Background: an optimization exercise with open tools, aiming at small area. Do not read the settings as production practice.
The RTL was checked by simulation tests, not by an equivalence proof against the original design.
Power figures rest on the tool's default switching activity, not on a simulated workload.

### design/flow/run.sh
#!/bin/bash
# synth_recipe.tcl (not shown) runs the flow's synth.tcl, then flattens the netlist and writes it again
# the make line also repeats each setting of config.mk as NAME=value (left out here)
make -C /OpenROAD-flow-scripts/flow DESIGN_CONFIG=/design/flow/config.mk WORK_HOME=/design/flow/orfs CLKGATE_MAP_FILE= SYNTH_SCRIPT=/design/flow/synth_recipe.tcl finish
### design/flow/config.mk
export PLATFORM = sky130hd
export DESIGN_NAME = pit
export DESIGN_NICKNAME = pit
export VERILOG_FILES = /design/flow/design.v
export SDC_FILE = /design/flow/constraint.sdc
export NUM_CORES = 4
export LEC_CHECK = 0
export CAP_MARGIN = 20
export CORE_MARGIN = 2
export CORE_UTILIZATION = 40
export CTS_BUF_LIST = sky130_fd_sc_hd__clkbuf_8
export CTS_CLUSTER_DIAMETER = 60
export CTS_CLUSTER_SIZE = 30
export SLEW_MARGIN = 20
### design/flow/constraint.sdc
create_clock -name core_clock -period 10.0 [get_ports {clk}]
set_input_delay 2.0000 -clock core_clock [delete_from_list [all_inputs] [get_ports {clk}]]
set_output_delay 2.0000 -clock core_clock [all_outputs]
set_load 0.01 [all_outputs]
### design/flow/design.v
module pit_counter #(
    parameter HAS_GATE = 1
)(
    input             clk,
    input             rst_n,
    input             clock_pulse,       
    input             clock_rise,        
    input             gate,
    input             gate_sampled_in,   
    output reg        out,
    input       [7:0] data_in,
    input             set_control_mode,
    input             latch_count,
    input             latch_status,
    input             write,
    input             read,
    input             write_pulse,
    input             read_pulse,
    input             set_control_mode_pulse,
    output      [7:0] data_out
);
reg [2:0] mode;
reg       bcd;
reg [1:0] rw_mode;    
always @(posedge clk) begin
    if(rst_n == 1'b0) begin
        mode    <= 3'd2;
        bcd     <= 1'b0;
        rw_mode <= 2'd1;
    end
    else if(set_control_mode) begin
        mode    <= data_in[3:1];
        bcd     <= data_in[0];
        rw_mode <= data_in[5:4];
    end
end
wire rw_lsb  = ~rw_mode[1];
wire rw_msb  = ~rw_mode[0];
wire rw_both = rw_mode[1] & rw_mode[0];
wire m0 = mode == 3'd0;
wire m1 = mode == 3'd1;
wire m2 = mode[1:0] == 2'd2;
wire m3 = mode[1:0] == 2'd3;
wire m4 = mode == 3'd4;
wire m5 = mode == 3'd5;
reg msb_write;
reg msb_read;
reg [7:0] counter_l;
reg [7:0] counter_m;
always @(posedge clk) begin
    if(rst_n == 1'b0 || set_control_mode) begin
        counter_l <= 8'd0;
        counter_m <= 8'd0;
    end
    else if(write) begin
        if(rw_lsb || (rw_both && ~msb_write)) counter_l <= data_in;
        if(rw_msb || (rw_both &&  msb_write)) counter_m <= data_in;
    end
end
reg [15:0] counter;
reg        output_latched;
reg [15:0] output_lm;
always @(posedge clk) if(~output_latched) output_lm <= counter;
always @(posedge clk) begin
    if(rst_n == 1'b0 || set_control_mode)           output_latched <= 1'b0;
    else if(latch_count)                            output_latched <= 1'b1;
    else if(read && (~rw_both || msb_read))         output_latched <= 1'b0;
end
wire load;
reg null_counter;
always @(posedge clk) begin
    if(rst_n == 1'b0)                                null_counter <= 1'b0;
    else if(set_control_mode)                        null_counter <= 1'b1;
    else if(write && (~rw_both || msb_write))        null_counter <= 1'b1;
    else if(load)                                    null_counter <= 1'b0;
end
always @(posedge clk) begin
    if(rst_n == 1'b0 || set_control_mode)   msb_write <= 1'b0;
    else if(write_pulse && rw_both)         msb_write <= ~msb_write;
end
always @(posedge clk) begin
    if(rst_n == 1'b0 || set_control_mode)   msb_read <= 1'b0;
    else if(read_pulse && rw_both)          msb_read <= ~msb_read;
end
reg [1:0] status;
always @(posedge clk) if(latch_status && ~status_latched) status <= { out, null_counter };
reg status_latched;
always @(posedge clk) begin
    if(rst_n == 1'b0 || set_control_mode)   status_latched <= 1'b0;
    else if(latch_status)                   status_latched <= 1'b1;
    else if(read)                           status_latched <= 1'b0;
end
assign data_out =
    (status_latched)              ? { status, rw_mode, mode, bcd } :
    (rw_lsb || (rw_both && ~msb_read)) ? output_lm[7:0] :
                                    output_lm[15:8];
reg two_byte_write;
always @(posedge clk) begin
    if(rst_n == 1'b0)                 two_byte_write <= 1'b0;
    else if(write && rw_both)         two_byte_write <= 1'b1;
    else if(set_control_mode || load) two_byte_write <= 1'b0;
end
wire gate_sampled;
wire trigger_sampled;
generate if(HAS_GATE) begin : g_gate
    reg gate_last;
    always @(posedge clk) gate_last <= gate;
    reg gs;
    always @(posedge clk) begin
        if(rst_n == 1'b0)    gs <= 1'b0;
        else if(clock_rise)  gs <= gate;
    end
    reg trigger;
    always @(posedge clk) begin
        if(rst_n == 1'b0)             trigger <= 1'b0;
        else if(~gate_last && gate)   trigger <= 1'b1;
        else if(clock_rise)           trigger <= 1'b0;
    end
    reg ts;
    always @(posedge clk) begin
        if(rst_n == 1'b0)    ts <= 1'b0;
        else if(clock_rise)  ts <= trigger;
    end
    assign gate_sampled    = gs;
    assign trigger_sampled = ts;
end
else begin : g_nogate
    assign gate_sampled    = gate_sampled_in;
    assign trigger_sampled = 1'b0;
end
endgenerate
wire zhi  = counter[15:2] == 14'd0;
wire eq0  = zhi & ~counter[1] & ~counter[0];
wire eq1  = zhi & ~counter[1] &  counter[0];
wire eq2  = zhi &  counter[1] & ~counter[0];
wire eq3  = zhi & ~counter[0] & (counter[1] ^ (counter_l[0] & out));
reg written;
reg control_set;
reg loaded;
assign load =
    (m0 && written) ||
    clock_pulse && (
    (m1 && trigger_sampled) ||
    (m2 && ((written && control_set) || trigger_sampled || (loaded && gate_sampled && eq1))) ||
    (m3 && ((written && control_set) || trigger_sampled || (loaded && gate_sampled && eq3))) ||
    (m4 && written) ||
    (m5 && ((written && control_set) || loaded) && trigger_sampled)
);
wire enable = ~load && loaded && clock_pulse && (gate_sampled ? (~m0 || ~two_byte_write) : (m1 || m5));
always @(posedge clk) begin
    if(rst_n == 1'b0)                                 out <= 1'b1;
    else if(set_control_mode_pulse)                   out <= mode != 3'd0;
    else if(m0) begin
        if(load || two_byte_write)                    out <= 1'b0;
        else if(eq1 && enable)                        out <= 1'b1;
    end
    else if(m1) begin
        if(load)                                      out <= 1'b0;
        else if(eq1 && enable)                        out <= 1'b1;
    end
    else if(m2) begin
        if(~gate || load)                             out <= 1'b1;
        else if(eq2 && enable)                        out <= 1'b0;
    end
    else if(m3) begin
        if(~gate)                                     out <= 1'b1;
        else if(load && loaded && ~trigger_sampled)   out <= ~out;
    end
    else begin  
        if(eq1 && enable)                             out <= 1'b0;
        else if(eq0 && enable)                        out <= 1'b1;
    end
end
always @(posedge clk) begin
    if(rst_n == 1'b0 || set_control_mode)             written <= 1'b0;
    else if(write_pulse && (~rw_both || msb_write))   written <= 1'b1;
    else if(load)                                     written <= 1'b0;
end
always @(posedge clk) begin
    if(rst_n == 1'b0)         control_set <= 1'b0;
    else if(set_control_mode) control_set <= 1'b1;
    else if(load)             control_set <= 1'b0;
end
always @(posedge clk) begin
    if(rst_n == 1'b0 || set_control_mode) loaded <= 1'b0;
    else if(load)                         loaded <= 1'b1;
end
wire [15:0] counter_dec = counter - 16'd1;
wire [15:0] counter_next;
genvar i;
generate for(i = 0; i < 4; i = i + 1) begin : g_digit
    wire wrap = bcd && counter[4*i+3:0] == 0;
    assign counter_next[4*i+3] = counter_dec[4*i+3];
    assign counter_next[4*i+2] = counter_dec[4*i+2] & ~wrap;
    assign counter_next[4*i+1] = counter_dec[4*i+1] & ~wrap;
    if(i == 0) begin : g_lsb
        assign counter_next[0] = ~counter[0] & ~m3;
    end
    else begin : g_hi
        assign counter_next[4*i] = counter_dec[4*i];
    end
end
endgenerate
always @(posedge clk) begin
    if(rst_n == 1'b0) counter <= 16'd0;
    else if(load)     counter <= {counter_m, counter_l[7:1], counter_l[0] & ~m3};
    else if(enable)   counter <= counter_next;
end
endmodule
module pit(
	input               clk,
	input               rst_n,
	output              irq,
	input       [2:0]   io_address,
	input               io_read,
	output reg  [7:0]   io_readdata,
	input               io_write,
	input       [7:0]   io_writedata,
	output              speaker_out,
	input      [27:0]   clock_rate
);
reg ce_system_counter;
reg [27:0] acc;
wire acc_wrap = rst_n == 1'b0 || ~acc[27];
always @(posedge clk) begin
	acc <= (rst_n ? acc : 28'd0) + 28'd2386362 - (acc_wrap ? clock_rate : 28'd0);
	ce_system_counter <= rst_n & ~acc[27];
end
reg system_clock;
always @(posedge clk) begin
    if(rst_n == 1'b0)           system_clock <= 1'b0;
    else if(ce_system_counter)  system_clock <= ~system_clock;
end
reg clock_last;
always @(posedge clk) clock_last <= system_clock;
reg clock_pulse;
always @(posedge clk) clock_pulse <= clock_last & ~system_clock;
wire clock_rise = ~clock_last & system_clock;
reg gate_sampled_01;
always @(posedge clk) begin
    if(rst_n == 1'b0)     gate_sampled_01 <= 1'b0;
    else if(clock_rise)   gate_sampled_01 <= 1'b1;
end
wire ctrl_write = io_write && io_address == 3'd3;
wire set_mode   = ctrl_write && io_writedata[7:6] != 2'b11 && io_writedata[5:4] != 2'b00;
wire cnt_write  = io_write && io_address[2:1] != 2'b11 && ~io_address[2];
wire cnt_read   = io_read  && io_address[2:1] != 2'b11 && ~io_address[2];
reg [3:0] ev_1;
reg [3:0] ev_2;
always @(posedge clk) begin
    ev_1 <= { set_mode | cnt_read, set_mode | cnt_write, set_mode ? io_writedata[7:6] : io_address[1:0] };
    ev_2 <= ev_1;
end
wire [2:0] ev_sel = { ev_2[1:0] == 2'd2, ev_2[1:0] == 2'd1, ev_2[1:0] == 2'd0 };
wire [2:0] write_pulse = (ev_2[3:2] == 2'b01) ? ev_sel : 3'd0;
wire [2:0] read_pulse  = (ev_2[3:2] == 2'b10) ? ev_sel : 3'd0;
wire [2:0] scm_pulse   = (ev_2[3:2] == 2'b11) ? ev_sel : 3'd0;
wire [2:0] sel_wd  = { io_writedata[7:6] == 2'd2, io_writedata[7:6] == 2'd1, io_writedata[7:6] == 2'd0 };
wire [2:0] sel_adr = { io_address[1:0] == 2'd2, io_address[1:0] == 2'd1, io_address[1:0] == 2'd0 } & {3{~io_address[2]}};
wire [2:0] set_control_mode = set_mode ? sel_wd : 3'd0;
wire       readback  = ctrl_write && io_writedata[7:6] == 2'b11;
wire [2:0] latch_count  = (ctrl_write && io_writedata[5:4] == 2'b00 ? sel_wd : 3'd0) |
                          (readback && ~io_writedata[5] ? io_writedata[3:1] : 3'd0);
wire [2:0] latch_status = (readback && ~io_writedata[4]) ? io_writedata[3:1] : 3'd0;
wire [2:0] write_sel    = io_write ? sel_adr : 3'd0;
wire [2:0] read_sel     = io_read  ? sel_adr : 3'd0;
always @(posedge clk) if(io_read) io_readdata <=
    (io_address[2])      ? { 2'b0, spk_out, counter_1_toggle, 2'b0, speaker_enable, speaker_gate } :
    (io_address == 3'd0) ? counter_0_readdata :
    (io_address == 3'd1) ? counter_1_readdata :
    (io_address == 3'd2) ? counter_2_readdata :
                           8'd0;  
reg [5:0] counter_1_cnt;
reg counter_1_toggle;
always @(posedge clk) begin
    if(rst_n == 1'b0) begin
        counter_1_cnt    <= 6'd0;
        counter_1_toggle <= 1'b0;
    end
    else if(ce_system_counter) begin
        if(counter_1_cnt == 6'd35) begin
            counter_1_cnt    <= 6'd0;
            counter_1_toggle <= ~counter_1_toggle;
        end
        else counter_1_cnt <= counter_1_cnt + 6'd1;
    end
end
reg speaker_gate;
reg speaker_enable;
always @(posedge clk) begin
    if(rst_n == 1'b0) begin
        speaker_gate   <= 1'b0;
        speaker_enable <= 1'b0;
    end
    else if(io_write && io_address[2]) begin
        speaker_gate   <= io_writedata[0];
        speaker_enable <= io_writedata[1];
    end
end
assign speaker_out = spk_out & speaker_enable;
wire [7:0] counter_0_readdata;
wire [7:0] counter_1_readdata;
wire [7:0] counter_2_readdata;
wire spk_out;
pit_counter #(.HAS_GATE(0)) pit_counter_0(
    .clk                    (clk),
    .rst_n                  (rst_n),
    .clock_pulse            (clock_pulse),
    .clock_rise             (clock_rise),
    .gate                   (1'b1),
    .gate_sampled_in        (gate_sampled_01),
    .out                    (irq),
    .data_in                (io_writedata),
    .set_control_mode       (set_control_mode[0]),
    .latch_count            (latch_count[0]),
    .latch_status           (latch_status[0]),
    .write                  (write_sel[0]),
    .read                   (read_sel[0]),
    .write_pulse            (write_pulse[0]),
    .read_pulse             (read_pulse[0]),
    .set_control_mode_pulse (scm_pulse[0]),
    .data_out               (counter_0_readdata)
);
/*verilator lint_off PINCONNECTEMPTY*/
pit_counter #(.HAS_GATE(0)) pit_counter_1(
    .clk                    (clk),
    .rst_n                  (rst_n),
    .clock_pulse            (clock_pulse),
    .clock_rise             (clock_rise),
    .gate                   (1'b1),
    .gate_sampled_in        (gate_sampled_01),
    .out                    (),
    .data_in                (io_writedata),
    .set_control_mode       (set_control_mode[1]),
    .latch_count            (latch_count[1]),
    .latch_status           (latch_status[1]),
    .write                  (write_sel[1]),
    .read                   (read_sel[1]),
    .write_pulse            (write_pulse[1]),
    .read_pulse             (read_pulse[1]),
    .set_control_mode_pulse (scm_pulse[1]),
    .data_out               (counter_1_readdata)
);
/*verilator lint_on PINCONNECTEMPTY*/
pit_counter #(.HAS_GATE(1)) pit_counter_2(
    .clk                    (clk),
    .rst_n                  (rst_n),
    .clock_pulse            (clock_pulse),
    .clock_rise             (clock_rise),
    .gate                   (speaker_gate),
    .gate_sampled_in        (1'b0),
    .out                    (spk_out),
    .data_in                (io_writedata),
    .set_control_mode       (set_control_mode[2]),
    .latch_count            (latch_count[2]),
    .latch_status           (latch_status[2]),
    .write                  (write_sel[2]),
    .read                   (read_sel[2]),
    .write_pulse            (write_pulse[2]),
    .read_pulse             (read_pulse[2]),
    .set_control_mode_pulse (scm_pulse[2]),
    .data_out               (counter_2_readdata)
);
endmodule
==> results of run 1 <==
synth_stat cells (13+ instances only):
cell and n:
edfxtp_1 62, a21o_1 16, nor4_1 13, nand2_1 169, dfxtp_1 198, xnor2_1 38
nor3_1 36, a211oi_1 21, o21ai_0 71, nand2b_1 14, clkbuf_1 58, a31oi_1 17
ha_1 60, nand3_1 53, nor2_1 201, inv_1 60, mux2i_1 83, and2_1 31
nand4_1 13, o21ai_1 14, a21oi_1 88, xor2_1 24
layer usage:
| metal | up-vias | GRT usage [%] |
|---|---|---|
| met2 | 280 | 31.6 |
| li1 | 5426 | - |
| met1 | 5140 | 27.2 |
| met3 | 60 | 3.07 |
| met4 | 0 | 4.88 |
| met5 | - | 0 |
area by class of cell:
class	instances	area (um^2)	share of cell area, %
inverter	61	229	1.55
sequential	260	5830	39.3
clock inverter	19	176	1.19
multi-input combinational	1128	7040	47.5
timing repair buffer	63	598	4.04
tap	442	553	3.73
clock buffer	29	399	2.69
cell families (layout without fill, tap and decap cells):
group | after synthesis | after routing
AOI/OAI and AO/OA | 315 | 315
xor gates and xnor gates | 62 | 62
adders and majority gates | 61 | 61
buffers and inverters | 131 | 172
DFF | 260 | 260
muxes | 86 | 86
and+or+nand+nor | 604 | 604
power groups by stage:
stage / registers (mW) / logic (mW) / clock network [mW]
after floorplan: 1.20 / 0.602 / 0
after global placement: 1.22 / 0.747 / 0
after detailed placement: 1.22 / 0.758 / 0
after CTS: 1.20 / 0.765 / 0.750
after global routing: 1.21 / 0.867 / 0.790
final: 1.20 / 0.762 / 0.732
state kept, by name, summed over array words and instances, names as in the netlist, 16 cells and up:
register,count
acc,28
pit_counter_0.counter,16
pit_counter_0.output_lm,16
pit_counter_1.counter,16
pit_counter_1.output_lm,16
pit_counter_2.counter,16
pit_counter_2.output_lm,16
stage by stage:
step	instances	utilization, %
detailed placement	1954	43.5
global placement	1954	43.5
global route	2002	45.3
CTS	2002	45.3
floorplan	1519	-
finish	2002	45.3
worst paths after layout:
path / end / start / slack (ns)
setup / recovery: acc[24] / rst_n / 4.40
hold reg to reg: ev_2[0] / ev_1[0] / 0.33
hold / removal: ev_2[0] / ev_1[0] / 0.33
setup reg to reg: acc[24] / acc[27] / 6.14
==> key figures, run 1 <==
Status
  • Run status: timing/DRC/antenna clean

Detailed routing
  • Via count: 10,900
  • Routed met3 length: 1970 um
  • ANT nets after route: 0
  • DRT iter0 DRCs: 782
  • Wire length on met1: 16,200 um
  • Total iterations of the first detailed-routing run: 5
  • WL/cell: 17.2 um
  • Vias per inst: 5.45
  • DRT Wirelength: 34,500 um
  • Top Metal Used: met4
  • # DRC: 0
  • Metal2 WL: 15,500 um

Job
  • Max cap viols: 0

Floorplan
  • Num ports: 53
  • Initial core utilization: 40.8%
  • Die width: 187 um
  • Row count: 66
  • Core area: 32,700 um^2
  • Die Area: 34,900 um^2
  • Die Ht: 187 um

Clocking
  • Clock transition at path regs: 0.12 ns
  • TritonCTS Sinks: 260
  • Htree depth: 1
  • Clock latency on the worst-skew pair: 0.61 ns
  • Postcts setup bufs: 0
  • Resized cells post-CTS: 0
  • Total CTS buffers: 26
  • CTS tree: yes
  • Maximum clock path buffer count: 3
  • CTS Root Cell: clkbuf_8
  • Hold_buf cts: 0

GRT
  • Gr ovfl total: 0
  • Global-route wire length before repair: 55,500 um
  • Vias in the first global route: 10,400
  • Largest net degree at the start of global routing: 47
  • Initial antenna violation count: 0
  • Gr usage total: 19.5%

STA
  • Final hold violations: 0
  • Skew final: 0.0630 ns
  • Worst setup margin: 4.40 ns
  • RSZ-0062 raised after global routing: no
  • Tmin final: 5.60 ns
  • Setup TNS: 0 ns
  • Max Transition Viols Final: 0
  • Worst-margin pin slew: 1.13 ns
  • Max Freq: 0.179 GHz
  • Hold WS: 0.326 ns
  • Final setup violating endpoints: 0
  • Max-slew headroom: 24.4%
  • Final worst path period share: 56.0%

Critical path
  • Worst path top cell family by delay: compound AO/OA/AOI/OAI gates
  • Critical Path Max Stage Delay: 0.63 ns
  • CP max-delay cell: nand2_1
  • Crit. End Element: register
  • CP Cell Sequence: buf_2 > buf_4 > nand2_1 > and2_1 > ha_1 > inv_1 > ha_1 > a211oi_1 > nor2_1 > or3_1 > a211oi_1 > o31a_1 > o21ai_1 > o311ai_0
  • R2r worst-path depth: 12
  • CP required: 10.46 ns
  • Arrival @ worst endpoint: 6.06 ns
  • Buf+Inv Stages, Crit Path: 3
  • Crit path depth: 14
  • Startpoint types: input pin
  • Crit path kind: input pin to register
  • CP max FO: 46

Power and ir drop
  • Psw: 901 uW
  • Switching Share: 33.5%
  • Final Power: 2.69 mW
  • Pwr Density: 182 nW/um^2
  • Peak VDD IR: 150 uV
  • Internal power: 1.79 mW
  • Clock power frac: 27.2%
  • Share of total power in combinational logic: 28.3%
  • LEAKAGE: 6.01 nW
  • Sequential share of power: 44.5%

Synth
  • EDFF count, synth: 62
  • Mux contribution to synthesized area: 6.47%
  • XOR/XNOR share of the synthesized area: 4.07%
  • Largest family of logic cells by synthesized area: simple AND/OR/NAND/NOR gates
  • Synth Area in Compound Gates: 15.1%
  • Synth area leader: dfxtp_1
  • Avg Cell Area, Syn: 8.79 um^2
  • Register bit total from synthesis: 260
  • Asr flop ratio synth: 0%
  • Adder and majority gate portion of the synthesized area: 5.77%
  • Dominant cells by area after synthesis: dfxtp_1 (30%), edfxtp_1 (14%), mux2i_1 (6.2%)
  • Post-synth net total: 1,623
  • Netlist cell types: 77
  • Post-synth top flop: dfxtp_1
  • Post-synthesis sequential area ratio: 43.6%
  • Top cell type's share of synthesized area: 29.7%
  • Post-synthesis instance area: 13,400 um^2
  • Post-Synth Simple-Gate Area: 21.2%
  • Ys Warns: 3
  • Syn Inst Count: 1,519

Finish
  • Nets@finish: 1,644
  • Layout area overhead: 10.9%
  • Ant diodes: 0
  • Final instance area: 14,800 um^2
  • Commonest non-fill, non-tap cell in the layout: nor2_1
  • Proportion of layout cells with a drive suffix above 1: 5.45%
  • Layout filler cell count: 3,236
  • Most frequent cells in the layout: nor2_1 (200), dfxtp_1 (198), nand2_1 (169)

Placed design
  • Post-DP Area: 14,200 um^2
  • Routability congestion estimate: 0.853
  • Final HPWL DP: 23,700 um
  • Buffers on Ports: 52
  • Place WS: 3.78 ns

Worst hold path
  • Hold Path Class: register to register
  • Hold Path Stages: 0
==> inputs of run 2 (changes only) <==
--- a/design/flow/config.mk
+++ b/design/flow/config.mk
@@ -8,7 +8,4 @@
 export CAP_MARGIN = 20
 export CORE_MARGIN = 2
 export CORE_UTILIZATION = 40
-export CTS_BUF_LIST = sky130_fd_sc_hd__clkbuf_8
-export CTS_CLUSTER_DIAMETER = 60
-export CTS_CLUSTER_SIZE = 30
 export SLEW_MARGIN = 20
==> run 2 against run 1 <==
Against the previous run:
- clock-buffer cell count grew 1
- sequential power about the same
- largest power group unchanged
- worst setup slack got worse by 0.021 ns
- utilization is 1.1 points higher
- maximum frequency is 0.37% lower
==> key figures, run 2 <==
Status
  • Run status: timing/DRC/antenna clean

Clocking
  • Clock transition at path regs: 0.06 ns
  • Total CTS buffers: 29
  • CTS Root Cell: clkbuf_16
  • Postcts setup bufs: 0
  • Hold_buf cts: 0
  • CTS tree: yes
  • TritonCTS Sinks: 260
  • Htree depth: 1
  • Resized cells post-CTS: 0
  • Maximum clock path buffer count: 3
  • Clock latency on the worst-skew pair: 0.56 ns

Finish
  • Proportion of layout cells with a drive suffix above 1: 5.68%
  • Commonest non-fill, non-tap cell in the layout: nor2_1
  • Max reg flops: 28
  • Layout area overhead: 13.7%
  • Most frequent cells in the layout: nor2_1 (200), dfxtp_1 (198), nand2_1 (169)
  • Nets@finish: 1,647
  • Largest reg by FF count: acc
  • Ant diodes: 0
  • Core Util, Final: 46.5%

Synth
  • Synth area leader: dfxtp_1
  • XOR/XNOR share of the synthesized area: 4.07%
  • Post-Synth Simple-Gate Area: 21.2%
  • Register bit total from synthesis: 260
  • Synth Area in Compound Gates: 15.1%
  • Post-synthesis sequential area ratio: 43.6%
  • Post-synth top flop: dfxtp_1
  • Netlist cell types: 77
  • Avg Cell Area, Syn: 8.79 um^2
  • Commonest cells post-synth: nor2_1 (201), dfxtp_1 (198), nand2_1 (169)
  • Ys Warns: 3
  • Top cell type's share of synthesized area: 29.7%
  • Post-synthesis instance area: 13,400 um^2
  • Post-synth net total: 1,623
  • Adder and majority gate portion of the synthesized area: 5.77%
  • Most frequent cell after synthesis: nor2_1
  • Mux contribution to synthesized area: 6.47%
  • Asr flop ratio synth: 0%
  • EDFF count, synth: 62
  • Syn Inst Count: 1,519
  • Largest family of logic cells by synthesized area: simple AND/OR/NAND/NOR gates
  • Dominant cells by area after synthesis: dfxtp_1 (30%), edfxtp_1 (14%), mux2i_1 (6.2%)

Detailed routing
  • WL/cell: 17.3 um
  • DRT iter0 DRCs: 623
  • DRT Wirelength: 34,800 um
  • # DRC: 0
  • Via count: 10,900
  • Total iterations of the first detailed-routing run: 5
  • ANT nets after route: 0
  • Vias per inst: 5.45

Floorplan
  • Initial core utilization: 40.8%
  • Die width: 187 um
  • Num ports: 53
  • Die Ht: 187 um
  • Die Area: 34,900 um^2
  • Core area: 32,700 um^2
  • Row count: 66

STA
  • Final setup violating endpoints: 0
  • Setup TNS: 0 ns
  • Final hold violations: 0
  • Worst setup margin: 4.38 ns
  • Max-slew headroom: 24.7%
  • Final worst path period share: 56.2%
  • Worst-margin pin slew: 1.13 ns
  • Tmin final: 5.62 ns
  • Max Transition Viols Final: 0
  • Skew final: 0.0286 ns
  • RSZ-0062 raised after global routing: no
  • Max Freq: 0.178 GHz

Power and ir drop
  • LEAKAGE: 6.18 nW
  • Pwr Density: 199 nW/um^2
  • Final Power: 3.03 mW
  • Peak VDD IR: 155 uV

GRT
  • Gr usage total: 19.6%
  • Largest net degree at the start of global routing: 47
  • Global-route wire length before repair: 55,900 um
  • Gr ovfl total: 0
  • Initial antenna violation count: 0
  • Vias in the first global route: 10,400

Worst hold path
  • Min-Delay Startpoint: ev_1[0]
  • Hold Path Class: register to register

Critical path
  • CP max FO: 46
  • Crit path kind: input pin to register
  • CP max-delay cell: nand2_1
  • Worst R2R Start: acc[27]
  • CP required: 10.43 ns
  • Arrival @ worst endpoint: 6.05 ns
  • Critical Path Max Stage Delay: 0.63 ns
  • Critical Path Source: rst_n
  • CP Cell Sequence: buf_2 > buf_4 > nand2_1 > and2_1 > ha_1 > inv_1 > ha_1 > a211oi_1 > nor2_1 > or3_1 > a211oi_1 > o31a_1 > o21ai_1 > o311ai_0
  • Startpoint types: input pin
  • Crit. End Element: register

Placed design
  • Place WS: 3.78 ns
  • Final HPWL DP: 23,700 um
  • Routability congestion estimate: 0.853
  • Buffers on Ports: 52

Job
  • Max cap viols: 0
[run 2: changes by cell type in the layout (fill, tap and decap cells not counted), moves of 3 or more]
cell       delta
bufinv_16     +3
clkinv_1      +3
clkbuf_16    +29
clkinv_2      +7
clkbuf_8     -29
[run 2: worst max-delay path, delay by kind of cell]
family | cells | cell delay, ns
adders and majority gates | 2 | 0.62
buffers and inverters | 3 | 0.56
AOI/OAI and AO/OA | 5 | 1.43
and+or+nand+nor | 4 | 1.40
[run 2: cell families (layout without fill, tap and decap cells)]
logic type,count (synthesis),count (layout)
adders and majority gates,61,61
and+or+nand+nor,604,604
xor gates and xnor gates,62,62
buffers and inverters,131,178
muxes,86,86
DFF,260,260
AOI/OAI and AO/OA,315,315
[run 2: path summary, 6_finish.rpt]
check	endpoint	slack, ns	depth (start not counted)
hold reg to reg	ev_2[0]	0.32	0
setup reg to reg	acc[24]	6.16	12
hold / removal	ev_2[0]	0.32	0
setup / recovery	acc[24]	4.38	14
[run 2: report_power, final]
part           switching, mW  total (mW)  internal [mW]
logic                  0.425       0.761          0.337
clock network          0.454        1.07          0.611
registers             0.0379        1.20           1.16
total                  0.917        3.03           2.11
[run 2: metrics by stage]
step	hold slack (ns)	instances	cell area, um^2
3_5_place_dp	0.314	1954	14200
5_1_grt	0.331	2008	15200
6_report	0.324	2008	15200
3_3_place_gp	0.310	1954	14200
2_1_floorplan	0.310	1519	13400
4_1_cts	0.326	2008	15200
[run 2: layer usage]
layer | part of all wire [%] | up-vias | global-route usage (%)
li1 | - | 5436 | -
met1 | 47 | 5154 | 27.3
met2 | 45 | 305 | 32.0
met3 | 6.1 | 49 | 3.29
met4 | 2.0 | 0 | 4.27
met5 | 0 | - | 0
[run 2: cell type report]
class | count | area (um^2)
Clock buffer | 30 | 729
Clock inverter | 24 | 220
Inverter | 61 | 229
Sequential cell | 260 | 5830
Multi-Input combinational cell | 1128 | 7040
Tap cell | 442 | 553
Timing Repair Buffer | 63 | 598
Fill cell | 3206 | 17500
==> inputs of run 3 (changes only) <==
--- a/design/flow/config.mk
+++ b/design/flow/config.mk
@@ -8,4 +8,7 @@
 export CAP_MARGIN = 20
 export CORE_MARGIN = 2
 export CORE_UTILIZATION = 40
+export CTS_BUF_LIST = sky130_fd_sc_hd__clkbuf_4
+export CTS_CLUSTER_DIAMETER = 30
+export CTS_CLUSTER_SIZE = 10
 export SLEW_MARGIN = 20
==> run 3 against run 2 <==
Against the previous run:
- still clean
- utilization up 0.37 points
- global-route usage grew 0.63 points
- first-iteration DRC count grew 18%
- sequential power hardly changed
- total power grew 2.3%
==> key figures, run 3 <==
Power and ir drop
  • Peak VDD IR: 130 uV
  • Pwr Density: 202 nW/um^2
  • LEAKAGE: 6.32 nW

Placed design
  • Buffers on Ports: 52
  • Routability congestion estimate: 0.853
  • Placed cell count: 1,954
  • Final HPWL DP: 23,700 um

Critical path
  • Arrival @ worst endpoint: 6.06 ns
  • Crit path kind: input pin to register
  • CP max-delay cell: nand2_1
  • Crit. End Element: register
  • Critical Path Max Stage Delay: 0.63 ns
  • CP max FO: 46
  • Startpoint types: input pin
  • CP Cell Sequence: buf_2 > buf_4 > nand2_1 > and2_1 > ha_1 > inv_1 > ha_1 > a211oi_1 > nor2_1 > or3_1 > a211oi_1 > o31a_1 > o21ai_1 > o311ai_0
  • CP required: 10.59 ns

GRT
  • Initial antenna violation count: 2
  • Gr ovfl total: 0
  • Global-route wire length before repair: 56,800 um
  • Largest net degree at the start of global routing: 47
  • Vias in the first global route: 10,800
  • Gr usage total: 20.2%

STA
  • Final setup violating endpoints: 0
  • Final worst path period share: 54.7%
  • Max-slew headroom: 26.0%
  • RSZ-0062 raised after global routing: no
  • Max Transition Viols Final: 0
  • Tmin final: 5.47 ns
  • Skew final: 0.0570 ns
  • Final hold violations: 0
  • Worst-margin pin slew: 1.11 ns
  • Max Freq: 0.183 GHz
  • Setup TNS: 0 ns

Clocking
  • CTS tree: yes
  • Resized cells post-CTS: 0
  • Postcts setup bufs: 0
  • Total CTS buffers: 68
  • Clock latency on the worst-skew pair: 0.74 ns
  • CTS Root Cell: clkbuf_4
  • Htree depth: 3
  • Hold_buf cts: 0
  • Clock transition at path regs: 0.11 ns
  • Maximum clock path buffer count: 3
  • TritonCTS Sinks: 260

Floorplan
  • Num ports: 53
  • Row count: 66
  • Initial core utilization: 40.8%
  • Die width: 187 um
  • Core area: 32,700 um^2
  • Die Ht: 187 um
  • Die Area: 34,900 um^2

Synth
  • Dominant cells by area after synthesis: dfxtp_1 (30%), edfxtp_1 (14%), mux2i_1 (6.2%)
  • Asr flop ratio synth: 0%
  • Register bit total from synthesis: 260
  • Top cell type's share of synthesized area: 29.7%
  • EDFF count, synth: 62
  • Post-synthesis instance area: 13,400 um^2
  • Post-synth net total: 1,623
  • Syn Inst Count: 1,519
  • Most frequent cell after synthesis: nor2_1
  • Post-synth top flop: dfxtp_1
  • Avg Cell Area, Syn: 8.79 um^2
  • Netlist cell types: 77
  • Ys Warns: 3
  • Synth area leader: dfxtp_1
  • Commonest cells post-synth: nor2_1 (201), dfxtp_1 (198), nand2_1 (169)
  • Post-synthesis sequential area ratio: 43.6%

Detailed routing
  • ANT nets after route: 0
  • # DRC: 0
  • Via count: 11,200
  • Vias per inst: 5.38
  • WL/cell: 16.9 um
  • Total iterations of the first detailed-routing run: 5
  • DRT iter0 DRCs: 733
  • DRT Wirelength: 35,200 um

Finish
  • Layout area overhead: 14.6%
  • Non-filler instance count after layout: 2,082
  • Most frequent cells in the layout: nor2_1 (200), dfxtp_1 (198), nand2_1 (169)
  • Largest reg by FF count: acc
  • Max reg flops: 28
  • Nets@finish: 1,686
  • Proportion of layout cells with a drive suffix above 1: 9.22%
  • Commonest non-fill, non-tap cell in the layout: nor2_1

Worst hold path
  • Hold Path Class: register to register

Status
  • Run status: timing/DRC/antenna clean

Job
  • Max cap viols: 0
run 3: cell counts after synthesis:
Identical to the previous run, type by type.
run 3: path summary, 6_finish.rpt:
kind                 from      end  slack (ns)  depth (start not counted)
setup / recovery    rst_n  acc[24]        4.53                         14
hold / removal    ev_1[2]  ev_2[2]        0.34                          0
setup reg to reg  acc[27]  acc[24]        6.13                         12
hold reg to reg   ev_1[2]  ev_2[2]        0.34                          0
run 3: layout make-up:
type,instances,area (um^2)
Antenna cell,3,7.51
Tap cell,442,553
Clock buffer,81,608
Fill cell,3247,17400
Multi-Input combinational cell,1128,7040
Timing Repair Buffer,63,598
Clock inverter,44,455
Sequential cell,260,5830
Inverter,61,229
run 3: logic make-up (layout without fill, tap and decap cells):
group / Yosys count / after routing / synth area share, %
AOI/OAI and AO/OA: 315 / 315 / 15.1
xor gates and xnor gates: 62 / 62 / 4.07
adders and majority gates: 61 / 61 / 5.77
buffers and inverters: 131 / 249 / 3.77
DFF: 260 / 260 / 43.6
muxes: 86 / 86 / 6.47
other: 0 / 3 / 0
and+or+nand+nor: 604 / 604 / 21.2
run 3: worst max-delay path: cells and delay by family:
family          cells  cell delay, ns
compound gates      5            1.44
fa+ha+maj           2            0.63
simple gates        4            1.41
buf+inv             3            0.55
run 3: stage by stage:
stage          area [um^2]  worst slack, ns  hold slack (ns)  util [%]  total power, mW
6_report             15300             4.53            0.341      46.8             3.10
5_1_grt              15300             4.16            0.344      46.8             3.30
4_1_cts              15300             4.53            0.342      46.8             3.13
3_5_place_dp         14200             3.78            0.314      43.5             1.98
3_3_place_gp         14200             3.84            0.310      43.5             1.97
2_1_floorplan        13400             4.86            0.310         -             1.81
run 3: routing by layer:
metal,vias up,track usage [%],routed length [um]
li1,5560,-,-
met1,5256,26.9,16500
met2,309,31.6,15600
met3,83,5.19,2120
met4,0,7.66,1020
met5,-,0,0
run 3: power by group:
group          internal (mW)  switching, mW
logic                  0.337          0.426
clock network          0.639          0.495
registers               1.16         0.0380
total                   2.14          0.959

==> what the ideal ports hide <==
Ports are ideal in the flow. The routed layouts listed here were re-timed in OpenROAD. Step 1, drivers: a clkbuf_16 drives clk and a buf_2 each remaining input, both assumed. Step 2, shift: input delay + t, output delay - t, t = (earliest + latest rising clock arrival at the registers) / 2. This alone moves slack from input paths to output paths. Slacks: ideal / step 1 / step 2; pairs: ideal / step 1.
run	t, ns	setup slack, ns	slew at the worst register clock pin (ns)
run 1	0.629	4.402 / 4.426 / 3.797	0.12 / 0.12
run 2	0.595	4.381 / 4.412 / 3.816	0.06 / 0.06
run 3	0.756	4.531 / 4.556 / 3.800	0.11 / 0.11
After both steps every run listed still meets setup and hold. For run 3, which loses most, drivers alone change the setup slack by +0.025 ns; drivers and shift together by -0.731 ns.
